This is an optimization exercise on Yosys and OpenROAD, whose aim is small area, a short achievable clock period and few clock cycles, not a production implementation. At most, simulation tests tie the RTL to the original design; equivalence was not proved. Function not checked in runs 1 to 4: the RTL went through the layout flow alone. No activity file was given, so power comes from the tool's default toggle rates.

--- flow/design.v ---
`timescale 1ns / 1ps
module datapath(Clk,Rst,imem_addr,imem_rdata,dmem_addr,dmem_wdata,dmem_we,dmem_re,dmem_rdata);
input Clk,Rst;
output [31:0] imem_addr;
input  [31:0] imem_rdata;
output [31:0] dmem_addr;
output [31:0] dmem_wdata;
output dmem_we;
output dmem_re;
input  [31:0] dmem_rdata;
reg  [9:0]  pc;           
reg  [31:0] ir;           
reg  [31:1] oh_rs;        
reg  [31:1] oh_rt;        
reg         xv;           
reg         xpred;        
reg         mbusy;        
reg  [1:0]  mstep;        
reg  [31:0] m_res;        
reg  [9:0]  m_addr;       
reg  [4:0]  m_rd;         
reg         m_lw, m_sw;
reg  [31:0] rf [1:31];
assign imem_addr  = {20'b0, pc, 2'b0};
assign dmem_addr  = {20'b0, m_addr, 2'b0};
assign dmem_wdata = m_res;
assign dmem_we    = m_sw;
assign dmem_re    = m_lw;
wire [9:0] pc1      = pc + 10'd1;
wire       f_pred   = (imem_rdata[31:26] == 6'h05) & imem_rdata[15];
wire [9:0] f_target = pc1 + imem_rdata[9:0];
wire [5:0] op = ir[31:26];
wire [5:0] fn = ir[5:0];
wire [4:0] rs = ir[25:21];
wire [4:0] rt = ir[20:16];
wire [4:0] rd = ir[15:11];
wire [4:0] sh = ir[10:6];
wire op_r   = (op == 6'h00);
wire op_s2  = (op == 6'h1c);
wire i_add  = op_r  & (fn == 6'h20);
wire i_sub  = op_r  & (fn == 6'h22);
wire i_and  = op_r  & (fn == 6'h24);
wire i_or   = op_r  & (fn == 6'h25);
wire i_slt  = op_r  & (fn == 6'h2a);
wire i_sll  = op_r  & (fn == 6'h00);
wire i_srl  = op_r  & (fn == 6'h02);
wire i_mul  = op_s2 & (fn == 6'h02);
wire i_clz  = op_s2 & (fn == 6'h20);
wire i_clo  = op_s2 & (fn == 6'h21);
wire i_addi = (op == 6'h08);
wire i_ori  = (op == 6'h0d);
wire i_lw   = (op == 6'h23);
wire i_sw   = (op == 6'h2b);
wire i_bne  = (op == 6'h05);
wire wr_rd  = i_add | i_sub | i_and | i_or | i_slt | i_sll | i_srl | i_mul | i_clz | i_clo;
wire wr_rt  = i_addi | i_ori | i_lw;
wire [4:0] dest = (xv & wr_rd) ? rd : (xv & wr_rt) ? rt : 5'd0;
reg  [31:0] rf_a, rf_b;
integer q;
always @(*) begin
    rf_a = 32'd0;
    rf_b = 32'd0;
    for (q = 1; q < 32; q = q + 1) begin
        rf_a = rf_a | (rf[q] & {32{oh_rs[q]}});
        rf_b = rf_b | (rf[q] & {32{oh_rt[q]}});
    end
end
wire fwd_a = (m_rd != 5'd0) & (m_rd == rs);
wire fwd_b = (m_rd != 5'd0) & (m_rd == rt);
wire [31:0] a = fwd_a ? m_res : rf_a;
wire [31:0] b = fwd_b ? m_res : rf_b;
wire [31:0] imm = {{16{ir[15]}}, ir[15:0]};
wire use_imm = i_addi | i_ori | i_lw | i_sw;
wire [31:0] bo  = use_imm ? imm : b;
wire        subt = i_sub | i_slt | i_bne;
wire [32:0] sum  = {1'b0, a} + {1'b0, subt ? ~b : bo} + {32'd0, subt};
wire        ltu  = ~sum[32];
wire        ne   = |sum[31:0];
wire [31:0] lz_in = i_clo ? ~a : a;
reg  [5:0]  lz;
integer k;
always @(*) begin
    lz = 6'd32;
    for (k = 0; k < 32; k = k + 1)
        if (lz_in[k]) lz = 6'd31 - k[5:0];
end
wire        i_sh   = i_sll | i_srl;
wire        m_op   = i_mul | i_sh;
wire [31:0] b_rev;
genvar g;
generate for (g = 0; g < 32; g = g + 1) begin : rev
    assign b_rev[g]    = b[31-g];
    assign mout_rev[g] = mout[31-g];
end endgenerate
wire [31:0] mx     = i_mul ? a : i_srl ? b_rev : b;
wire [1:0]  mslice = mbusy ? mstep : (i_mul ? 2'd3 : sh[4:3]);
wire [8:0]  bc     = (mslice == 2'd3) ? b[31:23] :
                     (mslice == 2'd2) ? b[23:15] :
                     (mslice == 2'd1) ? b[15:7]  : {b[7:0], 1'b0};
wire [31:0] macc   = mbusy ? {m_res[23:0], 8'd0} : 32'd0;
reg  [31:0] pp [0:3];
reg  [3:0]  ng;
reg  [2:0]  bt;
reg         one, two;
integer j;
always @(*) begin
    for (j = 0; j < 4; j = j + 1) begin
        bt    = bc[2*j +: 3];
        if (i_mul) begin
            ng[j] = bt[2] & ~(bt[1] & bt[0]);
            one   = bt[0] ^ bt[1];
            two   = (bt[2] & ~bt[1] & ~bt[0]) | (~bt[2] & bt[1] & bt[0]);
        end else begin
            ng[j] = 1'b0;
            one   = ~mbusy & (sh[2:1] == j) & ~sh[0];
            two   = ~mbusy & (sh[2:1] == j) &  sh[0];
        end
        pp[j] = (({32{one}} & mx) | ({32{two}} & {mx[30:0], 1'b0})) ^ {32{ng[j]}};
    end
end
wire [31:0] mout_rev;
wire [31:0] mout = macc + pp[0] + {pp[1][29:0], 2'b0} + {pp[2][27:0], 4'b0} + {pp[3][25:0], 6'b0}
                 + {25'd0, ng[3], 1'b0, ng[2], 1'b0, ng[1], 1'b0, ng[0]};
wire ldstall  = xv & m_lw & (m_rd != 5'd0) & ((m_rd == rs) | (m_rd == rt));
wire m_go     = xv & m_op & ~ldstall;
wire mulstall = m_go & (mslice != 2'd0);
wire stall    = ldstall | mulstall;
reg [31:0] res;
always @(*) begin
    res = sum[31:0];
    if (i_and)         res = a & b;
    if (i_or | i_ori)  res = a | bo;
    if (i_slt)         res = {31'd0, ltu};
    if (i_clz | i_clo) res = {26'd0, lz};
    if (m_op)          res = (i_srl & ~mulstall) ? mout_rev : mout;
    if (i_sw)          res = b;
end
wire taken    = i_bne & ne;
wire redirect = xv & i_bne & ~ldstall & (taken != xpred);
wire [9:0] x_redir = pc + (xpred ? (~ir[9:0] + 10'd1) : ir[9:0]);
wire [4:0] n_rs = stall ? rs : imem_rdata[25:21];
wire [4:0] n_rt = stall ? rt : imem_rdata[20:16];
always @(posedge Clk) begin
    if (Rst) begin
        pc    <= 10'd0;
        xv    <= 1'b0;
        mbusy <= 1'b0;
        m_rd  <= 5'd0;
        m_lw  <= 1'b0;
        m_sw  <= 1'b0;
    end else begin
        if (redirect) begin
            pc <= x_redir;
            xv <= 1'b0;
        end else if (!stall) begin
            pc <= f_pred ? f_target : pc1;
            xv <= 1'b1;
        end
        if (m_go) begin
            mbusy <= mulstall;
            mstep <= mslice - 2'd1;
        end
        if (stall) begin
            m_rd <= 5'd0;
            m_lw <= 1'b0;
            m_sw <= 1'b0;
        end else begin
            m_rd <= dest;
            m_lw <= xv & i_lw;
            m_sw <= xv & i_sw;
        end
    end
end
integer r;
always @(posedge Clk) begin
    if (!stall) begin
        ir    <= imem_rdata;
        xpred <= f_pred;
    end
    for (r = 1; r < 32; r = r + 1) begin
        oh_rs[r] <= (n_rs == r);
        oh_rt[r] <= (n_rt == r);
    end
    m_res  <= res;
    m_addr <= sum[11:2];
    if (m_rd != 5'd0)
        rf[m_rd] <= m_lw ? dmem_rdata : m_res;
end
endmodule
--- flow/flow/run.sh ---
#!/bin/bash
# Standard ORFS layout, with repair_timing asked to leave a setup margin so
# that the resizer works on the paths that set the achieved period.
set -euo pipefail
bash standard.sh SETUP_SLACK_MARGIN=26.5 finish > make_finish.log 2>&1
--- flow/standard.sh ---
#!/bin/bash
# synth_recipe.tcl (not shown) runs the flow's synth.tcl, then flattens the netlist and writes it again
# the make line also repeats each setting of config.mk as NAME=value (left out here)
make -C /OpenROAD-flow-scripts/flow DESIGN_CONFIG=/design/flow/config.mk WORK_HOME=/design/flow/orfs CLKGATE_MAP_FILE= SYNTH_SCRIPT=/design/flow/synth_recipe.tcl "${@:-finish}"
--- flow/config.mk ---
export PLATFORM = sky130hd
export DESIGN_NAME = datapath
export DESIGN_NICKNAME = datapath
export VERILOG_FILES = /design/flow/design.v
export SDC_FILE = /design/flow/constraint.sdc
export NUM_CORES = 8
export LEC_CHECK = 0
export CAP_MARGIN = 20
export CORE_MARGIN = 2
export CORE_UTILIZATION = 40
export SETUP_SLACK_MARGIN = 3
export SLEW_MARGIN = 20
--- flow/constraint.sdc ---
create_clock -name core_clock -period 35.0 [get_ports {Clk}]
set_input_delay 7.0000 -clock core_clock [delete_from_list [all_inputs] [get_ports {Clk}]]
set_output_delay 7.0000 -clock core_clock [all_outputs]
set_load 0.01 [all_outputs]
==> impl_metrics.tcl, run 1 <==
set metrics [dict create \
    outcome "finished clean" \
    period_minus_slack_ns 8.60 \
    cpPeakStageDelay_ns 1.01 \
    cts_hold_buf 0 \
    multi_input_comb_area_um2 25300 \
    cts_tree "yes" \
    core_area_um2 148000 \
    fp.dieH_um 390 \
    synthFlopType "edfxtp_1" \
    hp-class "reg -> reg" \
    die-area_um2 152000 \
    leakagePower_uw 0.0239 \
    yosysMostFrequentCell "edfxtp_1" \
    synth-edff-count 1027 \
    synthDistinctLibCells 96 \
    critical_path_class "reg -> reg" \
    first_pass_iters 12 \
    synth_warnings 2 \
    syn_area_um2 59700 \
    synth_common_cells "edfxtp_1 (1027), a22oi_1 (652), nor2_1 (322), clkbuf_1 (235), nand2_1 (228)" \
    regArea_um2 33500 \
    maxCapViolations 0 \
    nFillCells 13242 \
    initial_core_util_pct 40.4 \
    via_per_inst 7.46 \
    worst_pin_slew_ns 1.22 \
    drc 0 \
    peakVddDrop_uv 49.2 \
    arrival_ns 9.25 \
    cts.clk_slew.worst_paths_ns 0.07 \
    startpoint_type "flop" \
    syn_area_per_cell_um2 12.0 \
    clockBufferDepth 3 \
    syn_to_final_growth_pct 17.0 \
    rsz0062_at_grt "yes" \
    critPathCaptureType "flop" \
    dr.first_iter.drc_count 12650 \
    numClockSinks 1150 \
    synth_top_area_share_pct 51.7 \
    port-buffer-count 119 \
    num_rows 141 \
    crit_slowest_cell "dfxtp_2" \
    cts-buffers-inserted 115 \
    utilization_pct 47.2 \
    fmax_mhz 116 \
    fp.dieW_um 390 \
    synth_seq_cells 1150 \
    drt-wirelength-per-cell_um 42.2 \
    required_ns 35.65 \
    final-hold-violation-count 0 \
    syn-instance-count 4990 \
    fin_nets 5460 \
    setup-tns-final_ns 0 \
    gp_congestion 0.980 \
    period_share_pct 24.6 \
    slew_violations 0 \
    totalWireLength_um 307000 \
    hpwlAfterDp_um 175000 \
    overflow 0 \
    path_max_fanout 17 \
    yosysTopAreaCell "edfxtp_1" \
    ios 164 \
    drive_above_1_share_pct 15.5 \
    grt_pass1_vias 50077 \
    ys_seq_area_share_pct 55.8 \
    setup_viol 0 \
    async_reset_ff_share_pct 0 \
    vias 54267 \
    max-slew-margin-rel_pct 18.1 \
    grt_start_max_net_pins 76 \
    cts-root-buf "clkbuf_16" \
    antenna_found_initial 21 \
    synth_area_leaders "edfxtp_1 (52%), a22oi_1 (8.2%), dfxtp_1 (4.1%)" \
    grt_usage_pct 39.0 \
    htree_num_levels 3 \
    grt_pass1_wl_um 411000 \
    p_per_area_nw_per_um2 57.8 \
    clock_latency_ns 0.80 \
    finalClockSkew_ns 0.0697 \
    drt.antenna.violating_nets 0 \
]
-- path summary, 6_finish.rpt --
check / startpoint / to / slack, ns / cells after the start
setup / recovery: oh_rs[22] / m_res[31] / 26.40 / 30
hold reg to reg: pc[8] / pc[8] / 0.55 / 2
setup reg to reg: oh_rs[22] / m_res[31] / 26.40 / 30
hold / removal: pc[8] / pc[8] / 0.55 / 2
-- power breakdown --
group | total [uW] | internal, uW | leakage [uW] | switching (uW)
Sequential | 1750 | 1700 | 0.0103 | 43.6
Combinational | 1000 | 310 | 0.0116 | 692
Clock | 1290 | 718 | 0.00191 | 571
Total | 4040 | 2730 | 0.0239 | 1310
-- repair_timing --
action / in CTS / in global routing
endpoints found under the setup margin: 97 / 41
gates resized for setup: 267 / 125
setup buffers: 47 / 52
pin swaps: 22 / 44
cloned: 2 / 5
-- through the flow --
step | setup slack (ns) | hold slack (ns) | power, uW | area [um^2] | std cells
floorplan | 26.02 | 0.506 | 2200 | 60100 | 5033
global placement | 25.05 | 0.565 | 2640 | 64000 | 6922
detailed placement | 24.94 | 0.569 | 2640 | 64000 | 6922
CTS | 26.49 | 0.554 | 3970 | 68700 | 7186
global route | 26.36 | 0.585 | 4120 | 69700 | 7244
finish | 26.40 | 0.551 | 4040 | 69800 | 7277
-- per-layer routing --
metal  track usage (%)  share of wire (%)  vias to the layer above  routed length, um
met5              1.08              0.083                        -                254
met1              45.4                 33                    26189             101000
met3              19.9                 17                     1859              53200
li1                  -                  -                    20371                  -
met4              28.2                9.9                       18              30300
met2              54.8                 40                     5830             123000
-- cells in the final DEF, fill, tap and decap left out, drive strengths merged, types with 61 or more instances in the layout --
| cell type | Yosys | layout |
|---|---|---|
| nor3 | 112 | 112 |
| a21oi | 168 | 168 |
| mux2i | 80 | 80 |
| edfxtp | 1027 | 1027 |
| a222oi | 64 | 64 |
| fa | 81 | 81 |
| o21ai | 139 | 139 |
| nand2 | 228 | 228 |
| nor2 | 322 | 322 |
| a221oi | 191 | 191 |
| inv | 148 | 150 |
| clkdlybuf4s50 | 0 | 61 |
| a22o | 181 | 181 |
| buf | 139 | 323 |
| dfxtp | 123 | 123 |
| a22oi | 652 | 652 |
| nand4 | 122 | 122 |
| nand3 | 123 | 123 |
| ha | 98 | 98 |
| clkbuf | 235 | 151 |
| xnor2 | 162 | 162 |
-- kinds of logic after synthesis --
family	synth area share, %
other	0.00628
xor gates and xnor gates	3.17
DFF	55.8
adders and majority gates	4.77
AOI/OAI and AO/OA	21.0
buffers and inverters	3.75
muxes	2.15
and+or+nand+nor	9.31
-- layout make-up --
cell class | count | share of cell area (%)
Clock buffer | 146 | 4.51
Tap cell | 1930 | 3.46
Inverter | 151 | 0.822
Multi-Input combinational cell | 3360 | 36.2
Clock inverter | 69 | 1.01
Sequential cell | 1150 | 48.0
Antenna cell | 34 | 0.122
Timing Repair Buffer | 437 | 5.90
-- state kept, by name (all words and copies together), names as in the netlist, 2 cells and up --
| name | cells |
|---|---|
| ir | 32 |
| m_addr | 10 |
| m_rd | 5 |
| m_res | 32 |
| mstep | 2 |
| oh_rs | 31 |
| oh_rt | 31 |
| pc | 10 |
| rf | 992 |
-- worst max-delay path: cells and delay by family, from the launching register on --
| family | cells | cell delay, ns |
|---|---|---|
| XOR/XNOR | 2 | 0.40 |
| flip-flops | 1 | 1.01 |
| adder cells (fa/ha/maj) | 4 | 1.53 |
| buffers and inverters | 2 | 0.64 |
| AND/OR/NAND/NOR | 6 | 1.39 |
| AO/OA/AOI/OAI | 16 | 3.43 |
==> run 2, diff against run 1 <==
--- a/flow/design.v
+++ b/flow/design.v
@@ -13,6 +13,9 @@
 reg  [31:1] oh_rs;        
 reg  [31:1] oh_rt;        
+reg         fw_rs;        
+reg         fw_rt;        
 reg         xv;           
 reg         xpred;        
+reg  [1:0]  fctr;         
 reg         mbusy;        
 reg  [1:0]  mstep;        
@@ -28,5 +31,5 @@
 assign dmem_re    = m_lw;
 wire [9:0] pc1      = pc + 10'd1;
-wire       f_pred   = (imem_rdata[31:26] == 6'h05) & imem_rdata[15];
+wire       f_pred   = (imem_rdata[31:26] == 6'h05) & (imem_rdata[15] | fctr[1]);
 wire [9:0] f_target = pc1 + imem_rdata[9:0];
 wire [5:0] op = ir[31:26];
@@ -66,8 +69,6 @@
     end
 end
-wire fwd_a = (m_rd != 5'd0) & (m_rd == rs);
-wire fwd_b = (m_rd != 5'd0) & (m_rd == rt);
-wire [31:0] a = fwd_a ? m_res : rf_a;
-wire [31:0] b = fwd_b ? m_res : rf_b;
+wire [31:0] a = rf_a | (m_res & {32{fw_rs}});
+wire [31:0] b = rf_b | (m_res & {32{fw_rt}});
 wire [31:0] imm = {{16{ir[15]}}, ir[15:0]};
 wire use_imm = i_addi | i_ori | i_lw | i_sw;
@@ -75,5 +76,7 @@
 wire        subt = i_sub | i_slt | i_bne;
 wire [32:0] sum  = {1'b0, a} + {1'b0, subt ? ~b : bo} + {32'd0, subt};
-wire        ltu  = ~sum[32];
+wire [31:0] ca = (m_lw & fw_rs) ? dmem_rdata : a;
+wire [31:0] cb = (m_lw & fw_rt) ? dmem_rdata : b;
+wire        ltu  = ca < cb;
 wire        ne   = |sum[31:0];
 wire [31:0] lz_in = i_clo ? ~a : a;
@@ -122,5 +125,5 @@
 wire [31:0] mout = macc + pp[0] + {pp[1][29:0], 2'b0} + {pp[2][27:0], 4'b0} + {pp[3][25:0], 6'b0}
                  + {25'd0, ng[3], 1'b0, ng[2], 1'b0, ng[1], 1'b0, ng[0]};
-wire ldstall  = xv & m_lw & (m_rd != 5'd0) & ((m_rd == rs) | (m_rd == rt));
+wire ldstall  = xv & ~i_slt & m_lw & (fw_rs | fw_rt);
 wire m_go     = xv & m_op & ~ldstall;
 wire mulstall = m_go & (mslice != 2'd0);
@@ -141,4 +144,7 @@
 wire [4:0] n_rs = stall ? rs : imem_rdata[25:21];
 wire [4:0] n_rt = stall ? rt : imem_rdata[20:16];
+wire [4:0] n_rd = stall ? 5'd0 : dest;
+wire       n_fs = (n_rd != 5'd0) & (n_rd == n_rs);
+wire       n_ft = (n_rd != 5'd0) & (n_rd == n_rt);
 always @(posedge Clk) begin
     if (Rst) begin
@@ -146,4 +152,5 @@
         xv    <= 1'b0;
         mbusy <= 1'b0;
+        fctr  <= 2'b01;
         m_rd  <= 5'd0;
         m_lw  <= 1'b0;
@@ -157,4 +164,7 @@
             xv <= 1'b1;
         end
+        if (xv & i_bne & ~ldstall & ~ir[15])
+            fctr <= taken ? (fctr == 2'b11 ? 2'b11 : fctr + 2'b01)
+                          : (fctr == 2'b00 ? 2'b00 : fctr - 2'b01);
         if (m_go) begin
             mbusy <= mulstall;
@@ -166,5 +176,5 @@
             m_sw <= 1'b0;
         end else begin
-            m_rd <= dest;
+            m_rd <= n_rd;
             m_lw <= xv & i_lw;
             m_sw <= xv & i_sw;
@@ -179,7 +189,9 @@
     end
     for (r = 1; r < 32; r = r + 1) begin
-        oh_rs[r] <= (n_rs == r);
-        oh_rt[r] <= (n_rt == r);
-    end
+        oh_rs[r] <= (n_rs == r) & ~n_fs;
+        oh_rt[r] <= (n_rt == r) & ~n_ft;
+    end
+    fw_rs <= n_fs;
+    fw_rt <= n_ft;
     m_res  <= res;
     m_addr <= sum[11:2];
==> impl_metrics.tcl, run 2 <==
set metrics [dict create \
    path_max_fanout 3 \
    clockBufferDepth 3 \
    critPathCaptureType "flop" \
    cts-root-buf "clkbuf_16" \
    worst_pin_slew_ns 1.20 \
    synthDistinctLibCells 103 \
    drt.antenna.violating_nets 0 \
    critical_path_class "in -> reg" \
    finalClockSkew_ns 0.108 \
    drive_above_1_share_pct 15.5 \
    gp_congestion 1.02 \
    grt_usage_pct 38.8 \
    setup-tns-final_ns 0 \
    totalWireLength_um 316000 \
    synth_common_cells "edfxtp_1 (1027), a22oi_1 (1009), nand2_1 (293), nor2_1 (266), nand4_1 (262)" \
    num_rows 143 \
    drc 0 \
    finalPower_uw 4100 \
    utilization_pct 46.7 \
    synthFlopType "edfxtp_1" \
    syn_to_final_growth_pct 16.0 \
    overflow 0 \
    largest_reg_flops 992 \
    rsz0062_at_grt "yes" \
    final-hold-violation-count 0 \
    fmax_mhz 116 \
    syn_area_um2 60900 \
    period_minus_slack_ns 8.63 \
    die-area_um2 155000 \
    ios 164 \
    grt_pass1_vias 52007 \
    async_reset_ff_share_pct 0 \
    hp-class "reg -> reg" \
    fp.dieW_um 394 \
    reg2reg_depth 27 \
    period_share_pct 24.7 \
    dr.first_iter.drc_count 12807 \
    final_common_cell "edfxtp_1" \
    ys_seq_area_share_pct 54.8 \
    synth_warnings 2 \
    outcome "finished clean" \
    via_per_inst 7.47 \
    maxCapViolations 0 \
    vias 56900 \
    cts-buffers-inserted 118 \
    top_register "rf" \
    synth_area_leaders "edfxtp_1 (51%), a22oi_1 (12%), dfxtp_1 (4.2%)" \
    cts.clk_slew.worst_paths_ns 0.07 \
    yosysTopAreaCell "edfxtp_1" \
    clock_latency_ns 0.81 \
    most-common-layout-cells "edfxtp_1 (1027), a22oi_1 (1009), nand2_1 (291)" \
    first_pass_iters 10 \
    antenna_found_initial 30 \
    htree_num_levels 3 \
    synth_top_area_share_pct 50.6 \
    peakVddDrop_uv 42.6 \
    yosysMostFrequentCell "edfxtp_1" \
    core_area_um2 152000 \
    syn_area_per_cell_um2 11.5 \
    leakagePower_uw 0.0239 \
    grt_start_max_net_pins 69 \
    fin_nets 5732 \
    initial_core_util_pct 40.2 \
    drt-wirelength-per-cell_um 41.6 \
    slew_violations 0 \
    numClockSinks 1154 \
    port-buffer-count 119 \
    required_ns 35.56 \
    fp.dieH_um 394 \
    synth_seq_cells 1154 \
    hold_depth 2 \
    grt_pass1_wl_um 420000 \
    max-slew-margin-rel_pct 20.3 \
    synth-edff-count 1027 \
    arrival_ns 9.19 \
    post-place-cells 7280 \
    startpoint_type "input port" \
    syn-instance-count 5276 \
    hpwlAfterDp_um 178000 \
    setup_viol 0 \
    cts_tree "yes" \
    top_regs "rf x992, ir x32, m_res x32" \
    p_per_area_nw_per_um2 57.9 \
    final_cells 7613 \
]
## run 2: power breakdown
| group | switching, uW | total [uW] | internal, uW |
|---|---|---|---|
| sequential | 64.0 | 1780 | 1710 |
| clock | 585 | 1310 | 727 |
| combinational | 715 | 1010 | 290 |
| total | 1360 | 4100 | 2730 |
## run 2: layer usage
| layer | share of wire (%) | wire length (um) | GRT usage (%) | up-vias |
|---|---|---|---|---|
| met3 | 18 | 58100 | 20.0 | 2100 |
| li1 | - | - | - | 21269 |
| met4 | 9.8 | 31000 | 27.9 | 48 |
| met2 | 39 | 124000 | 53.7 | 6355 |
| met5 | 0.24 | 757 | 1.42 | - |
| met1 | 32 | 103000 | 45.7 | 27128 |
## run 2: kinds of logic after synthesis
kind of cell / count (synthesis) / share of synthesized area (%)
fa+ha+maj: 209 / 5.29
simple gates: 1205 / 10.4
xor+xnor: 210 / 3.08
buf+inv: 574 / 4.21
mux: 57 / 1.03
flops: 1154 / 54.8
other cells: 1 / 0.00615
compound gates: 1866 / 21.2
## run 2: final cells by class
cell class	count	area [um^2]
clock inverters	79	803
well taps	2030	2540
clock buffers	141	3130
fillers	13686	80800
inverters	184	702
diodes	26	65.1
repair buffers	408	3690
multi-input cells	3591	26200
flip-flops and latches	1154	33600
## run 2: stage by stage
| step | area (um^2) | hold WS [ns] | worst slack, ns |
|---|---|---|---|
| 3_5_place_dp | 65100 | 0.481 | 24.93 |
| 6_report | 70700 | 0.502 | 26.37 |
| 5_1_grt | 70600 | 0.512 | 26.36 |
| 3_3_place_gp | 65100 | 0.477 | 25.06 |
| 4_1_cts | 69900 | 0.494 | 26.25 |
| 2_1_floorplan | 61200 | 0.460 | 26.12 |
## run 2: worst max-delay path, cell delays in order
cell	delay, ns
dlygate4sd2_1	0.53
o21ai_0	0.19
ha_1	0.32
nand4_1	0.17
or4_4	0.53
a41oi_2	0.22
a22o_1	0.18
a21oi_2	0.04
## run 2: repair_timing
item / CTS / global route
hold buffers: 0 / 0
gates cloned: 0 / 3
setup buffers: 45 / 39
endpoints found under the setup margin: 97 / 32
pin swaps: 13 / 74
gates resized for setup: 294 / 179
## run 2: worst paths after layout
| path | to | slack, ns | start |
|---|---|---|---|
| setup / recovery | m_res[0] | 26.37 | dmem_rdata[4] |
| setup reg to reg | m_res[30] | 26.53 | oh_rs[10] |
| hold reg to reg | fctr[1] | 0.50 | fctr[1] |
| hold / removal | fctr[1] | 0.50 | fctr[1] |
==> run 3, diff against run 2 <==
--- a/flow/config.mk
+++ b/flow/config.mk
@@ -8,5 +8,4 @@
 export CAP_MARGIN = 20
 export CORE_MARGIN = 2
-export CORE_UTILIZATION = 40
-export SETUP_SLACK_MARGIN = 3
+export CORE_UTILIZATION = 55
 export SLEW_MARGIN = 20
==> impl_metrics.tcl, run 3 <==
set metrics [dict create \
    synthFlopType "edfxtp_1" \
    path_max_fanout 5 \
    top_register "rf" \
    peakVddDrop_uv 51.0 \
    first_pass_iters 12 \
    finalClockSkew_ns 0.0430 \
    cts_hold_buf 0 \
    cp-startpoint "m_res[31]" \
    slew_violations 0 \
    crit_path_cell_trace "buf_8 -> clkdlybuf4s15_2" \
    hp-class "reg -> reg" \
    p_per_area_nw_per_um2 58.7 \
    critical_path_class "reg -> out" \
    critPathCaptureType "output port" \
    final_common_cell "edfxtp_1" \
    startpoint_type "flop" \
    yosysMostFrequentCell "edfxtp_1" \
    cts-buffers-inserted 116 \
    p_clk_share_pct 32.8 \
    required_ns 28.00 \
    numClockSinks 1154 \
    crit_slowest_cell "dfxtp_2" \
    async_reset_ff_share_pct 0 \
    whs_ns 0.504 \
    synth_warnings 2 \
    cts_tree "yes" \
    port-buffer-count 119 \
    arrival_ns 1.52 \
    outcome "finished clean" \
    core_area_um2 110000 \
    totalWireLength_um 309000 \
    fp.dieW_um 337 \
    largest_reg_flops 992 \
    drt-wirelength-per-cell_um 43.7 \
    drt.antenna.violating_nets 0 \
    grt_pass1_wl_um 413000 \
    synth-edff-count 1027 \
    synth_common_cells "edfxtp_1 (1027), a22oi_1 (1009), nand2_1 (293), nor2_1 (266), nand4_1 (262)" \
    worst_pin_slew_ns 1.23 \
    p_int_uw 2770 \
    hpwlAfterDp_um 179000 \
    synth_seq_cells 1154 \
    via_per_inst 8.02 \
    grt_pass1_vias 51663 \
    most-common-layout-cells "edfxtp_1 (1027), a22oi_1 (1007), nand2_1 (291)" \
    period_share_pct 24.3 \
    drc 0 \
    setup_viol 0 \
    yosysTopAreaCell "edfxtp_1" \
    initial_core_util_pct 55.3 \
    antenna_found_initial 23 \
    synth_area_leaders "edfxtp_1 (51%), a22oi_1 (12%), dfxtp_1 (4.2%)" \
    overflow 0 \
    reg2reg_slack_ns 26.52 \
    final-hold-violation-count 0 \
    syn_area_um2 60900 \
    design_area_um2 70100 \
    syn_area_per_cell_um2 11.5 \
    period_minus_slack_ns 8.52 \
    fp.dieH_um 337 \
    ys_seq_area_share_pct 54.8 \
    die-area_um2 113000 \
    synthDistinctLibCells 103 \
    leakagePower_uw 0.0240 \
    cts.clk_slew.worst_paths_ns 0.07 \
    clockBufferDepth 3 \
    syn_to_final_growth_pct 15.1 \
    seqPwrFrac_pct 43.1 \
    placed_area_um2 64600 \
    maxCapViolations 0 \
    synth_top_area_share_pct 50.6 \
    hp-start "fctr[1]" \
    p_switching_uw 1340 \
    dr.first_iter.drc_count 13037 \
    grt_usage_pct 53.1 \
    top_regs "rf x992, ir x32, m_res x32" \
    ios 164 \
    rr_startpoint "oh_rt[30]" \
    pwr-share-comb_pct 24.1 \
    gp_congestion 1.03 \
    cpPeakStageDelay_ns 0.37 \
    setup-tns-final_ns 0 \
    syn-instance-count 5276 \
    sw_frac_of_total_pct 32.7 \
    num_rows 122 \
    grt_start_max_net_pins 69 \
    clock_latency_ns 0.76 \
    fmax_mhz 117 \
    vias 56743 \
    rsz0062_at_grt "no" \
    drive_above_1_share_pct 15.9 \
    cts-root-buf "clkbuf_16" \
    max-slew-margin-rel_pct 17.5 \
    htree_num_levels 3 \
    fin_nets 5736 \
]
==> run 3: cell counts after synthesis <==
Identical to the previous run, type by type.
==> run 3: logic make-up after synthesis <==
kind of cell               synth area share (%)
AOI/OAI and AO/OA                          21.2
xor gates and xnor gates                   3.08
adders and majority gates                  5.29
buffers and inverters                      4.21
DFF                                        54.8
muxes                                      1.03
other                                   0.00615
and+or+nand+nor                            10.4
==> run 3: worst max-delay path: cells and delay by family (launching register included) <==
kind                   cells  cell delay [ns]
buffers and inverters      2             0.41
DFF                        1             0.37
==> run 3: final timing paths <==
| path | end | cells past startpoint |
|---|---|---|
| setup / recovery | dmem_wdata[31] | 2 |
| hold / removal | fctr[1] | 2 |
| setup reg to reg | m_res[31] | 32 |
| hold reg to reg | fctr[1] | 2 |
==> run 3: repair_timing <==
item,4_1_cts,5_1_grt
gates cloned,0,5
resized for setup,265,171
endpoints found under the setup margin,97,34
buffers inserted,36,32
pin swaps,28,60
==> run 3: routing by layer <==
metal	wire length [um]	vias to the layer above	global-route usage (%)
met5	1440	-	6.85
met4	32700	45	40.6
met3	58000	2116	28.1
met2	120000	6558	72.1
met1	96900	26750	62.5
li1	-	21274	-
==> run 3: metrics by stage <==
stage          setup WS [ns]  total power, uW  util, %  std cells
2_1_floorplan          26.12             2230        -       5319
3_3_place_gp           25.15             2660     58.6       6756
3_5_place_dp           25.04             2670     58.6       6756
4_1_cts                26.50             4010     62.9       7013
5_1_grt                26.45             4180     63.6       7056
6_report               26.48             4110     63.6       7074
==> run 3: power groups by stage <==
stage	registers, uW	clock network (uW)	logic, uW
2_1_floorplan	1770	0	458
3_5_place_dp	1810	0	857
6_report	1770	1350	991
5_1_grt	1770	1390	1020
4_1_cts	1770	1340	907
3_3_place_gp	1810	0	850
==> run 3: area by class of cell <==
class                           instances  area [um^2]
Sequential cell                      1154        33600
Multi-Input combinational cell       3592        26300
Antenna cell                           22         55.1
Inverter                              184          698
Clock buffer                          141         3080
Fill cell                            8684        40100
Tap cell                             1488         1860
Timing Repair Buffer                  413         3550
Clock inverter                         80          997
==> run 4, diff against run 3 <==
==> flow/flow/run.sh (replaced) <==
#!/bin/bash
# Standard ORFS layout, with repair_timing asked to leave a setup margin so
# that the resizer works on the paths that set the achieved period, and the
# port buffers made with a plain buffer cell.
set -euo pipefail
bash standard.sh SETUP_SLACK_MARGIN=26.5 'BUFFER_PORTS_ARGS=-buffer_cell sky130_fd_sc_hd__buf_2' finish > make_finish.log 2>&1
--- a/flow/config.mk
+++ b/flow/config.mk
@@ -8,4 +8,5 @@
 export CAP_MARGIN = 20
 export CORE_MARGIN = 2
-export CORE_UTILIZATION = 55
+export CORE_UTILIZATION = 40
+export SETUP_SLACK_MARGIN = 3
 export SLEW_MARGIN = 20
==> impl_metrics.tcl, run 4 <==
set metrics [dict create \
    design_area_um2 70200 \
    worst_pin_slew_ns 1.26 \
    cts.clk_slew.worst_paths_ns 0.06 \
    port-buffer-count 119 \
    required_ns 35.66 \
    hpwlAfterDp_um 185000 \
    hp-class "reg -> reg" \
    regToRegEndpoint "m_res[2]" \
    cts-buffers-inserted 121 \
    most-common-layout-cells "edfxtp_1 (1027), a22oi_1 (1007), nand2_1 (290)" \
    top_register "rf" \
    synth_common_cells "edfxtp_1 (1027), a22oi_1 (1009), nand2_1 (293), nor2_1 (266), nand4_1 (262)" \
    final_common_cell "edfxtp_1" \
    slew_violations 0 \
    arrival_ns 9.19 \
    initial_core_util_pct 40.2 \
    cp-startpoint "dmem_rdata[24]" \
    core_area_um2 152000 \
    post-place-cells 7277 \
    reg2reg_slack_ns 26.52 \
    placed_area_um2 64500 \
    die-area_um2 155000 \
    top_regs "rf x992, ir x32, m_res x32" \
    syn_to_final_growth_pct 15.2 \
    cts_tree "yes" \
    numClockSinks 1154 \
    setup_viol 0 \
    largest_reg_flops 992 \
    totalWireLength_um 319000 \
    p_per_area_nw_per_um2 58.1 \
    period_minus_slack_ns 8.54 \
    period_share_pct 24.4 \
    fin_nets 5708 \
    ys_seq_area_share_pct 54.8 \
    drive_above_1_share_pct 16.8 \
    syn_area_per_cell_um2 11.5 \
    synth-edff-count 1027 \
    path_max_fanout 3 \
    clock_latency_ns 0.80 \
    nFillCells 13728 \
    regArea_um2 33600 \
    fp.dieW_um 394 \
    async_reset_ff_share_pct 0 \
    finalClockSkew_ns 0.0754 \
    grt_start_max_net_pins 69 \
    grt_usage_pct 39.3 \
    drt.antenna.violating_nets 0 \
    final_cells 7586 \
    synth_warnings 2 \
    antenna_found_initial 20 \
    drt-wirelength-per-cell_um 42.0 \
    maxCapViolations 0 \
    fmax_mhz 117 \
    synth_seq_cells 1154 \
    critPathCaptureType "flop" \
    syn_area_um2 60900 \
    max-slew-margin-rel_pct 15.5 \
    vias 56255 \
    dr.first_iter.drc_count 12450 \
    outcome "finished clean" \
    setup-tns-final_ns 0 \
    rsz0062_at_grt "yes" \
    grt_pass1_wl_um 425000 \
    yosysMostFrequentCell "edfxtp_1" \
    cts_hold_buf 0 \
    critPathCapture "m_res[0]" \
    reg2reg_depth 31 \
    multi_input_comb_area_um2 26200 \
    clockBufferDepth 3 \
    drc 0 \
    via_per_inst 7.42 \
    final-hold-violation-count 0 \
    synth_area_leaders "edfxtp_1 (51%), a22oi_1 (12%), dfxtp_1 (4.2%)" \
    startpoint_type "input port" \
    cts-root-buf "clkbuf_16" \
    synthDistinctLibCells 103 \
    yosysTopAreaCell "edfxtp_1" \
    htree_num_levels 3 \
    synthFlopType "edfxtp_1" \
    leakagePower_uw 0.0237 \
    fp.dieH_um 394 \
    num_rows 143 \
    ios 164 \
    gp_congestion 1.00 \
    first_pass_iters 10 \
    grt_pass1_vias 51480 \
    critical_path_class "in -> reg" \
    syn-instance-count 5276 \
    synth_top_area_share_pct 50.6 \
    peakVddDrop_uv 48.8 \
    rr_startpoint "oh_rt[30]" \
    overflow 0 \
]
==> run 4: repair_timing <==
action                                  4_1_cts  5_1_grt
pin swaps                                    15       62
cloned                                        1        5
endpoints found under the setup margin       69       31
buffers inserted                             17       39
gates resized for setup                     140      132
==> run 4: worst min-delay path by stage <==
stage          startpoint      end  cells past startpoint
6_report          fctr[1]  fctr[1]                      2
5_1_grt           fctr[1]  fctr[1]                      2
4_1_cts           fctr[1]  fctr[1]                      2
3_5_place_dp      fctr[1]  fctr[1]                      2
3_3_place_gp      fctr[1]  fctr[1]                      2
2_1_floorplan     fctr[1]  fctr[1]                      2
==> run 4: cell type report <==
class / instances / share of cell area (%)
repair buffers: 380 / 4.38
flip-flops and latches: 1154 / 47.8
inverters: 184 / 0.996
diodes: 17 / 0.0606
multi-input cells: 3592 / 37.3
clock buffers: 143 / 4.55
clock inverters: 86 / 1.32
well taps: 2030 / 3.62
==> run 4: per-stage QoR <==
| stage | util [%] | power, uW | hold WS [ns] | setup WS (ns) |
|---|---|---|---|---|
| final | 46.3 | 4080 | 0.511 | 26.46 |
| after global routing | 46.3 | 4160 | 0.523 | 26.41 |
| after CTS | 45.7 | 4010 | 0.513 | 26.50 |
| after detailed placement | 42.5 | 2670 | 0.504 | 25.23 |
| after global placement | 42.5 | 2660 | 0.480 | 25.32 |
| after floorplan | - | 2230 | 0.460 | 26.12 |
==> run 4: report_power, final <==
| part | switching (uW) | internal, uW |
|---|---|---|
| Combinational | 662 | 263 |
| Sequential | 101 | 1710 |
| Clock | 590 | 752 |
| Total | 1350 | 2730 |
==> run 4: cells by family after synthesis <==
group	after synthesis	synth area share (%)
XOR/XNOR	210	3.08
AND/OR/NAND/NOR	1205	10.4
AO/OA/AOI/OAI	1866	21.2
buffers and inverters	574	4.21
flip-flops	1154	54.8
adder cells (fa/ha/maj)	209	5.29
multiplexers	57	1.03
other	1	0.00615
==> run 4: routing by layer <==
metal,routed length (um),vias to the layer above,share of wire [%],GRT usage (%)
met5,311,-,0.098,0.616
met4,30300,22,9.5,27.7
met3,55900,1886,18,17.6
met2,127000,6202,40,55.4
met1,105000,26942,33,47.7
li1,-,21203,-,-
==> run 4: critical path, stage by stage <==
cell and delay [ns]:
buf_2 0.14, mux2_2 0.27, ha_1 0.19, a21o_1 0.19, a21o_1 0.20, a21oi_2 0.13
o211ai_1 0.18, a21oi_2 0.22, buf_4 0.14, a41oi_2 0.12, a22o_1 0.27, a21oi_1 0.14
==> run 5, diff against run 4 <==
--- a/flow/design.v
+++ b/flow/design.v
@@ -97,9 +97,17 @@
 end endgenerate
 wire [31:0] mx     = i_mul ? a : i_srl ? b_rev : b;
-wire [1:0]  mslice = mbusy ? mstep : (i_mul ? 2'd3 : sh[4:3]);
+wire [1:0]  mslice = mbusy ? mstep : (i_mul ? 2'd0 : sh[4:3]);
+wire [31:0] xs     = (mslice == 2'd0) ? mx :
+                     (mslice == 2'd1) ? {mx[23:0], 8'd0} :
+                     (mslice == 2'd2) ? {mx[15:0], 16'd0} : {mx[7:0], 24'd0};
 wire [8:0]  bc     = (mslice == 2'd3) ? b[31:23] :
                      (mslice == 2'd2) ? b[23:15] :
                      (mslice == 2'd1) ? b[15:7]  : {b[7:0], 1'b0};
-wire [31:0] macc   = mbusy ? {m_res[23:0], 8'd0} : 32'd0;
+wire [31:0] macc   = mbusy ? m_res : 32'd0;
+wire [31:0] b_eq   = ~(b ^ {32{b[31]}});
+wire        m_done = ~i_mul | (mslice == 2'd3) |
+                     ((mslice == 2'd2) & (&b_eq[30:23])) |
+                     ((mslice == 2'd1) & (&b_eq[30:15])) |
+                     ((mslice == 2'd0) & (&b_eq[30:7]));
 reg  [31:0] pp [0:3];
 reg  [3:0]  ng;
@@ -119,5 +127,5 @@
             two   = ~mbusy & (sh[2:1] == j) &  sh[0];
         end
-        pp[j] = (({32{one}} & mx) | ({32{two}} & {mx[30:0], 1'b0})) ^ {32{ng[j]}};
+        pp[j] = (({32{one}} & xs) | ({32{two}} & {xs[30:0], 1'b0})) ^ {32{ng[j]}};
     end
 end
@@ -127,5 +135,5 @@
 wire ldstall  = xv & ~i_slt & m_lw & (fw_rs | fw_rt);
 wire m_go     = xv & m_op & ~ldstall;
-wire mulstall = m_go & (mslice != 2'd0);
+wire mulstall = m_go & ~m_done;
 wire stall    = ldstall | mulstall;
 reg [31:0] res;
@@ -169,5 +177,5 @@
         if (m_go) begin
             mbusy <= mulstall;
-            mstep <= mslice - 2'd1;
+            mstep <= mslice + 2'd1;
         end
         if (stall) begin
==> flow/flow/run.sh (replaced) <==
#!/bin/bash
# Standard ORFS layout, with repair_timing asked to leave a setup margin so
# that the resizer works on the paths that set the achieved period, and the
# port buffers made with a plain buffer cell.
set -euo pipefail
bash standard.sh SETUP_SLACK_MARGIN=27.5 'BUFFER_PORTS_ARGS=-buffer_cell sky130_fd_sc_hd__buf_2' finish > make_finish.log 2>&1
==> impl_metrics.tcl, run 5 <==
set metrics [dict create \
    setup-tns-final_ns 0 \
    synth_area_leaders "edfxtp_1 (50%), a22oi_1 (13%), dfxtp_1 (4.1%)" \
    largest_reg_flops 992 \
    synth_common_cells "a22oi_1 (1055), edfxtp_1 (1027), nor2_1 (285), nand4_1 (272), nand2_1 (256)" \
    top_register "rf" \
    top_regs "rf x992, ir x32, m_res x32" \
    setup_viol 0 \
    dr.first_iter.drc_count 12649 \
    htree_num_levels 3 \
    rr_startpoint "oh_rs[11]" \
    maxCapViolations 0 \
    grt_pass1_vias 52950 \
    num_rows 144 \
    drive_above_1_share_pct 17.5 \
    fin_nets 5831 \
    outcome "finished clean" \
    critPathCapture "m_res[0]" \
    ys_seq_area_share_pct 53.7 \
    cp-startpoint "dmem_rdata[17]" \
    port-buffer-count 119 \
    initial_core_util_pct 40.3 \
    cts_hold_buf 0 \
    critPathCaptureType "flop" \
    antenna_found_initial 28 \
    synth_top_area_share_pct 49.6 \
    vias 57561 \
    drc 0 \
    rsz0062_at_grt "yes" \
    fp.dieH_um 398 \
    placed_area_um2 65900 \
    arrival_ns 9.46 \
    grt_start_max_net_pins 57 \
    cts-root-buf "clkbuf_16" \
    leakagePower_uw 0.0243 \
    clock_latency_ns 0.80 \
    hpwlAfterDp_um 189000 \
    reg2reg_depth 31 \
    path_max_fanout 3 \
    final-hold-violation-count 0 \
    grt_pass1_wl_um 436000 \
    synthDistinctLibCells 99 \
    period_share_pct 25.1 \
    worst_pin_slew_ns 1.29 \
    clockBufferDepth 3 \
    syn_area_per_cell_um2 11.6 \
    p_per_area_nw_per_um2 56.7 \
    finalClockSkew_ns 0.0628 \
    cts.clk_slew.worst_paths_ns 0.07 \
    drt-wirelength-per-cell_um 42.4 \
    grt_usage_pct 39.9 \
    peakVddDrop_uv 44.7 \
    slew_violations 0 \
    synth-edff-count 1027 \
    ios 164 \
    syn-instance-count 5349 \
    via_per_inst 7.47 \
    die-area_um2 159000 \
    synth_seq_cells 1154 \
    regToRegEndpoint "m_res[22]" \
    fp.dieW_um 398 \
    overflow 0 \
    yosysTopAreaCell "edfxtp_1" \
    hp-class "reg -> reg" \
    final_common_cell "a22oi_1" \
    drt.antenna.violating_nets 0 \
    max-slew-margin-rel_pct 14.2 \
    reg2reg_slack_ns 26.55 \
    totalWireLength_um 327000 \
    synthFlopType "edfxtp_1" \
    numClockSinks 1154 \
    critical_path_class "in -> reg" \
    cts_tree "yes" \
    async_reset_ff_share_pct 0 \
    design_area_um2 71600 \
    gp_congestion 0.984 \
    syn_area_um2 62100 \
    core_area_um2 154000 \
    fmax_mhz 114 \
    required_ns 35.66 \
    most-common-layout-cells "a22oi_1 (1052), edfxtp_1 (1027), nand4_1 (272)" \
    cts-buffers-inserted 117 \
    first_pass_iters 12 \
    synth_warnings 2 \
    period_minus_slack_ns 8.80 \
    startpoint_type "input port" \
    yosysMostFrequentCell "a22oi_1" \
    syn_to_final_growth_pct 15.2 \
]
[run 5: cell types whose count changed after synthesis, sizes merged, moves of 18 or more]
cell	delta
inv	+54
a22oi	+53
nand2	-37
o21ai	-33
ha	+23
o311ai	+21
o22ai	-20
nand3	-19
nor2	+19
a21oi	-18
[run 5: logic make-up after synthesis]
kind of cell               Yosys count  synth area share [%]
AOI/OAI and AO/OA                 1900                  21.7
and+or+nand+nor                   1155                  9.99
DFF                               1154                  53.7
buffers and inverters              629                  4.60
adders and majority gates          239                  5.88
xor gates and xnor gates           205                  2.94
muxes                               66                  1.15
other                                1               0.00604
[run 5: what timing repair did]
item                                   4_1_cts  5_1_grt
endpoints found under the hold margin        0        0
pin swaps                                   34       12
gates resized for setup                    238       46
buffers inserted                            56       12
cloned                                       3        0
setup endpoints to repair                  104      144
[run 5: report_power, final]
group          internal, uW  leakage, uW  switching, uW
combinational           290       0.0121            702
clock                   708      0.00189            586
sequential             1710       0.0104           67.1
total                  2710       0.0243           1350
[run 5: worst max-delay path: stages]
cell and delay (ns):
buf_12 0.12, nor2_4 0.08, a21oi_2 0.04, ha_1 0.32
a21o_1 0.19, a21o_1 0.17, a21o_1 0.16, a21oi_2 0.13
nor2b_1 0.06, o21ai_1 0.11, nand2b_1 0.10, a21oi_2 0.24
o221a_2 0.24, a22oi_2 0.07, o21ai_1 0.13, nand2_1 0.08
o221ai_2 0.20
[run 5: final cells by class]
cell class,count,area [um^2]
diodes,31,77.6
clock buffers,140,3130
clock inverters,79,744
fillers,14050,82700
inverters,236,903
multi-input cells,3610,27300
flip-flops and latches,1154,33600
well taps,2044,2560
repair buffers,407,3280
[run 5: metrics by stage]
step / setup slack (ns) / total power [uW] / hold slack (ns) / util [%] / cells
floorplan: 25.96 / 2220 / 0.456 / - / 5392
global placement: 25.38 / 2640 / 0.495 / 42.8 / 7377
detailed placement: 25.33 / 2650 / 0.494 / 42.8 / 7377
CTS: 26.29 / 3980 / 0.504 / 46.1 / 7655
global route: 26.14 / 4130 / 0.557 / 46.4 / 7673
finish: 26.20 / 4060 / 0.499 / 46.4 / 7701
[run 5: how the worst min path moves through the flow]
stage | from | end | slack (ns) | depth (start not counted)
4_1_cts | fctr[1] | fctr[1] | 0.50 | 2
2_1_floorplan | fctr[1] | fctr[1] | 0.46 | 2
3_3_place_gp | fctr[1] | fctr[1] | 0.50 | 2
5_1_grt | fctr[1] | fctr[1] | 0.56 | 2
3_5_place_dp | fctr[1] | fctr[1] | 0.49 | 2
6_report | fctr[1] | fctr[1] | 0.50 | 2
[run 5: metal layers]
layer,vias up,global-route usage [%],routed length [um]
met4,28,28.0,30400
li1,21611,-,-
met2,6359,55.1,129000
met5,-,2.45,774
met3,1932,20.8,57600
met1,27631,47.2,109000
Testbench counts of run 5, summed over its fixed seeds: cycles 194,651.
==> run 6, diff against run 5 <==
==> flow/flow/run.sh (replaced) <==
#!/bin/bash
# Standard ORFS layout, with repair_timing asked to leave a setup margin so
# that the resizer works on the paths that set the achieved period, and the
# port buffers made with a plain buffer cell.
set -euo pipefail
bash standard.sh SETUP_SLACK_MARGIN=26.5 'BUFFER_PORTS_ARGS=-buffer_cell sky130_fd_sc_hd__buf_2' finish > make_finish.log 2>&1
==> impl_metrics.tcl, run 6 <==
set metrics [dict create \
    outcome "finished clean" \
    ys_seq_area_share_pct 53.7 \
    die-area_um2 159000 \
    yosysMostFrequentCell "a22oi_1" \
    syn_to_final_growth_pct 14.4 \
    hpwlAfterDp_um 195000 \
    critPathCapture "m_res[31]" \
    finalClockSkew_ns 0.0971 \
    overflow 0 \
    initial_core_util_pct 40.3 \
    slew_violations 0 \
    vias 57681 \
    cts-root-buf "clkbuf_16" \
    critPathCaptureType "flop" \
    core_area_um2 154000 \
    reg2reg_depth 33 \
    fin_nets 5831 \
    fp.dieH_um 398 \
    peakVddDrop_uv 52.1 \
    synthDistinctLibCells 99 \
    crit_slowest_cell "or4_4" \
    syn-instance-count 5349 \
    largest_reg_flops 992 \
    dr.first_iter.drc_count 12806 \
    yosysTopAreaCell "edfxtp_1" \
    async_reset_ff_share_pct 0 \
    synth_top_area_share_pct 49.6 \
    grt_pass1_wl_um 437000 \
    cts.clk_slew.worst_paths_ns 0.07 \
    clockBufferDepth 3 \
    reg2reg_slack_ns 26.27 \
    antenna_found_initial 27 \
    leakagePower_uw 0.0241 \
    maxCapViolations 0 \
    synthFlopType "edfxtp_1" \
    setup_viol 0 \
    synth_top_family_by_area "compound AO/OA/AOI/OAI gates" \
    fmax_mhz 114 \
    totalWireLength_um 328000 \
    rsz0062_at_grt "yes" \
    design_area_um2 71100 \
    max-slew-margin-rel_pct 8.17 \
    period_minus_slack_ns 8.73 \
    post-place-ws_ns 24.97 \
    fp.dieW_um 398 \
    hp-class "reg -> reg" \
    synth_xor_area_share_pct 2.94 \
    setup_slack_ns 26.27 \
    ios 164 \
    top_regs "rf x992, ir x32, m_res x32" \
    grt_start_max_net_pins 55 \
    synthAdderAreaFrac_pct 5.88 \
    nFillCells 13992 \
    yosys.area_share.simple_pct 9.99 \
    synth_common_cells "a22oi_1 (1055), edfxtp_1 (1027), nor2_1 (285), nand4_1 (272), nand2_1 (256)" \
    port-buffer-count 119 \
    critical_path_class "reg -> reg" \
    required_ns 35.63 \
    drt.antenna.violating_nets 0 \
    drc 0 \
    p_per_area_nw_per_um2 57.3 \
    muxShareOfSynthArea_pct 1.15 \
    final-hold-violation-count 0 \
    syn_area_um2 62100 \
    startpoint_type "flop" \
    synth_area_leaders "edfxtp_1 (50%), a22oi_1 (13%), dfxtp_1 (4.1%)" \
    num_rows 144 \
    placed_area_um2 65800 \
    grt_usage_pct 39.9 \
    top_register "rf" \
    synth_compound_area_share_pct 21.7 \
    cts-buffers-inserted 116 \
    via_per_inst 7.50 \
    final_common_cell "a22oi_1" \
    synth_seq_cells 1154 \
    period_share_pct 25.0 \
    synth-edff-count 1027 \
    numClockSinks 1154 \
    grt_pass1_vias 53054 \
    cpMostUsedCell "buf_4" \
    cpPeakStageDelay_ns 0.66 \
    first_pass_iters 11 \
    path_max_fanout 18 \
    worst_pin_slew_ns 1.36 \
    syn_area_per_cell_um2 11.6 \
    synth_warnings 2 \
    cp-startpoint "oh_rs[10]" \
    cts_hold_buf 0 \
    arrival_ns 9.36 \
    whs_ns 0.496 \
    regToRegEndpoint "m_res[31]" \
    cts_tree "yes" \
    drt-wirelength-per-cell_um 42.6 \
    gp_congestion 1.03 \
    most-common-layout-cells "a22oi_1 (1052), edfxtp_1 (1027), nand4_1 (272)" \
    htree_num_levels 3 \
    setup-tns-final_ns 0 \
    clock_latency_ns 0.82 \
    utilization_pct 46.1 \
    drive_above_1_share_pct 16.6 \
    rr_startpoint "oh_rs[10]" \
]
-- run 6: cell count changes in the layout (fill, tap and decap cells not counted), moves of 7 or more --
cell and change:
dfxtp_1 +19, mux2_2 +33, buf_2 +40, o21ai_2 -9, dfxtp_2 -10, dfxtp_4 -9, buf_6 -51, clkinvlp_4 +7
clkbuf_8 +8, mux2_4 -33, nand2_1 +8, buf_12 +9
-- run 6: area by class of cell --
type / count / area [um^2] / share of cell area (%)
clock buffers: 143 / 3160 / 4.44
well taps: 2044 / 2560 / 3.60
inverters: 236 / 908 / 1.28
diodes: 25 / 62.6 / 0.0880
flip-flops and latches: 1154 / 33600 / 47.2
multi-input cells: 3609 / 26900 / 37.9
repair buffers: 409 / 3090 / 4.35
clock inverters: 71 / 815 / 1.15
-- run 6: critical path, delay by kind of cell, from the launching register on --
| kind | cells | cell delay (ns) |
|---|---|---|
| buffers and inverters | 9 | 1.76 |
| XOR/XNOR | 2 | 0.35 |
| adder cells (fa/ha/maj) | 4 | 1.77 |
| flip-flops | 1 | 0.31 |
| AO/OA/AOI/OAI | 12 | 2.96 |
| AND/OR/NAND/NOR | 6 | 1.35 |
-- run 6: how the worst min path moves through the flow --
stage | startpoint | to | cells past startpoint
3_3_place_gp | fctr[1] | fctr[1] | 2
2_1_floorplan | fctr[1] | fctr[1] | 2
5_1_grt | fctr[1] | fctr[1] | 2
3_5_place_dp | fctr[1] | fctr[1] | 2
6_report | fctr[1] | fctr[1] | 2
4_1_cts | fctr[1] | fctr[1] | 2
-- run 6: cells by family after synthesis --
family,Yosys count
buf+inv,629
simple gates,1155
flops,1154
compound gates,1900
fa+ha+maj,239
other cells,1
mux,66
xor+xnor,205
-- run 6: stage by stage --
| step | instances | power (uW) |
|---|---|---|
| 2_1_floorplan | 5392 | 2200 |
| 3_3_place_gp | 7392 | 2650 |
| 3_5_place_dp | 7393 | 2650 |
| 4_1_cts | 7628 | 3990 |
| 5_1_grt | 7668 | 4140 |
| 6_report | 7691 | 4070 |
-- run 6: per-layer routing --
layer | GRT usage (%) | vias up | share of wire [%]
met5 | 2.78 | - | 0.31
met4 | 27.3 | 38 | 9.3
met3 | 20.7 | 2004 | 18
met2 | 55.7 | 6490 | 39
met1 | 47.3 | 27543 | 33
li1 | - | 21606 | -
-- run 6: what timing repair did --
action,in CTS,in global routing
gates cloned,0,0
resized for setup,135,66
setup endpoints to repair,69,55
setup buffers,21,38
pin swaps,24,17
-- run 6: report_power, final --
group / internal, uW / leakage, uW / switching, uW
Combinational: 270 / 0.0118 / 684
Sequential: 1710 / 0.0104 / 83.0
Clock: 739 / 0.00191 / 586
==> run 7, diff against run 6 <==
--- a/flow/config.mk
+++ b/flow/config.mk
@@ -6,7 +6,9 @@
 export NUM_CORES = 8
 export LEC_CHECK = 0
-export CAP_MARGIN = 20
+export CAP_MARGIN = 5
 export CORE_MARGIN = 2
 export CORE_UTILIZATION = 40
-export SETUP_SLACK_MARGIN = 3
-export SLEW_MARGIN = 20
+export CTS_BUF_LIST = sky130_fd_sc_hd__clkbuf_8
+export CTS_CLUSTER_DIAMETER = 50
+export CTS_CLUSTER_SIZE = 16
+export SLEW_MARGIN = 5
==> impl_metrics.tcl, run 7 <==
set metrics [dict create \
    drt.antenna.violating_nets 0 \
    maxCapViolations 0 \
    slew_violations 0 \
    largest_reg_flops 992 \
    top_regs "rf x992, ir x32, m_res x32" \
    synth_warnings 2 \
    cts_tree "yes" \
    cpPeakStageDelay_ns 0.78 \
    drt-wirelength-per-cell_um 42.8 \
    cp-startpoint "oh_rs[19]" \
    hp-class "reg -> reg" \
    numClockSinks 1154 \
    arrival_ns 9.57 \
    async_reset_ff_share_pct 0 \
    rsz0062_at_grt "yes" \
    grt_pass1_wl_um 438000 \
    clock_latency_ns 0.96 \
    htree_num_levels 3 \
    grt_pass1_vias 52999 \
    via_per_inst 7.56 \
    core_area_um2 154000 \
    regToRegEndpoint "m_res[12]" \
    required_ns 35.76 \
    yosysMostFrequentCell "a22oi_1" \
    cpMostUsedCell "inv_1" \
    max-slew-margin-rel_pct 3.55 \
    synth_area_leaders "edfxtp_1 (50%), a22oi_1 (13%), dfxtp_1 (4.1%)" \
    critPathCapture "m_res[12]" \
    leakagePower_uw 0.0237 \
    ys_seq_area_share_pct 53.7 \
    fp.dieW_um 398 \
    whs_ns 0.496 \
    port-buffer-count 119 \
    peakVddDrop_uv 51.7 \
    post-place-ws_ns 24.99 \
    finalClockSkew_ns 0.122 \
    vias 58340 \
    post-place-cells 7392 \
    grt_usage_pct 40.1 \
    sw_frac_of_total_pct 35.7 \
    reg2reg_slack_ns 26.18 \
    setup_viol 0 \
    drive_above_1_share_pct 17.2 \
    synthFlopType "edfxtp_1" \
    fmax_mhz 113 \
    syn-instance-count 5349 \
    cts-root-buf "clkbuf_8" \
    cts.clk_slew.worst_paths_ns 0.10 \
    initial_core_util_pct 40.3 \
    utilization_pct 45.4 \
    cts-buffers-inserted 112 \
    syn_area_per_cell_um2 11.6 \
    p_per_area_nw_per_um2 54.4 \
    outcome "finished clean" \
    final_common_cell "a22oi_1" \
    grt_start_max_net_pins 55 \
    worst_pin_slew_ns 1.44 \
    clockBufferDepth 3 \
    antenna_found_initial 28 \
    die-area_um2 159000 \
    seqPwrFrac_pct 46.3 \
    synth-edff-count 1027 \
    yosysTopAreaCell "edfxtp_1" \
    setup_slack_ns 26.18 \
    hpwlAfterDp_um 195000 \
    dr.first_iter.drc_count 12994 \
    drc 0 \
    reg2reg_depth 26 \
    num_rows 144 \
    rr_startpoint "oh_rs[19]" \
    period_share_pct 25.2 \
    setup-tns-final_ns 0 \
    p_switching_uw 1360 \
    overflow 0 \
    syn_to_final_growth_pct 12.7 \
    synth_top_area_share_pct 49.6 \
    first_pass_iters 11 \
    synth_seq_cells 1154 \
    ios 164 \
    synthDistinctLibCells 99 \
    syn_area_um2 62100 \
    p_int_uw 2450 \
    pwr-share-comb_pct 27.5 \
    critical_path_class "reg -> reg" \
    period_minus_slack_ns 8.82 \
    startpoint_type "flop" \
    most-common-layout-cells "a22oi_1 (1051), edfxtp_1 (1027), buf_4 (284)" \
    p_clk_share_pct 26.2 \
    gp_congestion 1.03 \
    synth_common_cells "a22oi_1 (1055), edfxtp_1 (1027), nor2_1 (285), nand4_1 (272), nand2_1 (256)" \
    fp.dieH_um 398 \
    crit_slowest_cell "buf_4" \
    final-hold-violation-count 0 \
    fin_nets 5851 \
    top_register "rf" \
    path_max_fanout 23 \
    critPathCaptureType "flop" \
    totalWireLength_um 330000 \
    final_cells 7717 \
]
## run 7: cell counts after synthesis
No cell type changed its count.
## run 7: what timing repair did
item / in CTS / in global routing
gates cloned: 0 / 1
hold buffers: 0 / 0
hold endpoints to repair: 0 / 0
buffers inserted: 51 / 32
pin swaps: 15 / 17
resized for setup: 183 / 49
setup endpoints to repair: 78 / 52
## run 7: stage by stage
| stage | total power (uW) | area (um^2) |
|---|---|---|
| 2_1_floorplan | 2200 | 62400 |
| 3_3_place_gp | 2650 | 65800 |
| 3_5_place_dp | 2650 | 65800 |
| 4_1_cts | 3720 | 69500 |
| 5_1_grt | 3870 | 69900 |
| 6_report | 3810 | 70000 |
## run 7: layout make-up
type                       count  area (um^2)
clock buffer                 115         1580
fill                       14167        84200
multi-input combinational   3609        26900
tap                         2044         2560
inverter                     236          908
clock inverter                86         1030
sequential                  1154        33600
antenna                       40          100
timing repair buffer         433         3370
## run 7: power by group through the flow
stage	combinational (uW)	clock [uW]	sequential, uW
6_report	1050	997	1760
5_1_grt	1070	1040	1760
4_1_cts	972	984	1760
3_5_place_dp	844	0	1810
3_3_place_gp	840	0	1810
2_1_floorplan	439	0	1760
## run 7: how the worst min path moves through the flow
| stage | slack [ns] | cells after the start | endpoint | start |
|---|---|---|---|---|
| after floorplan | 0.46 | 2 | fctr[1] | fctr[1] |
| after global placement | 0.48 | 2 | fctr[1] | fctr[1] |
| after detailed placement | 0.48 | 2 | fctr[1] | fctr[1] |
| after CTS | 0.50 | 2 | fctr[1] | fctr[1] |
| after global routing | 0.51 | 2 | fctr[1] | fctr[1] |
| final | 0.50 | 2 | fctr[1] | fctr[1] |
## run 7: routing by layer
| layer | wire length (um) | global-route usage, % | vias up |
|---|---|---|---|
| li1 | - | - | 21624 |
| met1 | 108000 | 47.3 | 27835 |
| met2 | 129000 | 55.5 | 6727 |
| met3 | 60600 | 21.3 | 2130 |
| met4 | 31500 | 28.1 | 24 |
| met5 | 228 | 0.545 | - |
## run 7: logic make-up (layout without fill, tap and decap cells)
family	Yosys count	in the layout	synth area share [%]
AO/OA/AOI/OAI	1900	1900	21.7
XOR/XNOR	205	205	2.94
adder cells (fa/ha/maj)	239	239	5.88
buffers and inverters	629	870	4.60
flip-flops	1154	1154	53.7
multiplexers	66	66	1.15
other	1	84	0.00604
AND/OR/NAND/NOR	1155	1155	9.99
## run 7: critical path: cells and delay by family (launching register included)
kind,cells,cell delay (ns)
AO/OA/AOI/OAI,9,3.29
flip-flops,1,0.75
adder cells (fa/ha/maj),4,1.82
XOR/XNOR,2,0.29
AND/OR/NAND/NOR,5,0.82
buffers and inverters,6,1.58

[what the ideal ports hide]
How much do the figures lean on ideal ports? The routed layouts below were timed once more, with nothing changed but the port constraints. Step 1: set_driving_cell puts a clkbuf_16 on Clk and a buf_2 on each other input, an assumption about the parent block. Step 2, shift: input delay + t, output delay - t, t = (earliest + latest rising clock arrival at the registers) / 2. This alone moves slack from input paths to output paths. a / b / c = ideal ports / drivers / drivers and shift; a / b = the first two.
run	t (ns)	setup WS [ns]	worst slew at a driven data input, ns	cell pins on the clock port's net
run 1	0.848	26.404 / 26.404 / 25.703	0.06	1
run 2	0.834	26.370 / 26.424 / 25.596	0.09	1
run 3	0.823	26.479 / 26.399 / 25.693	0.16	1
run 4	0.847	26.465 / 26.414 / 25.602	0.14	1
run 5	0.851	26.201 / 26.240 / 25.389	0.21	1
run 6	0.857	26.265 / 26.265 / 25.514	0.08	1
run 7	0.980	26.184 / 26.155 / 25.449	0.08	1
After both steps every run listed still meets setup and hold. For run 4, which loses most, drivers alone change the setup slack by -0.051 ns; drivers and shift together by -0.863 ns.
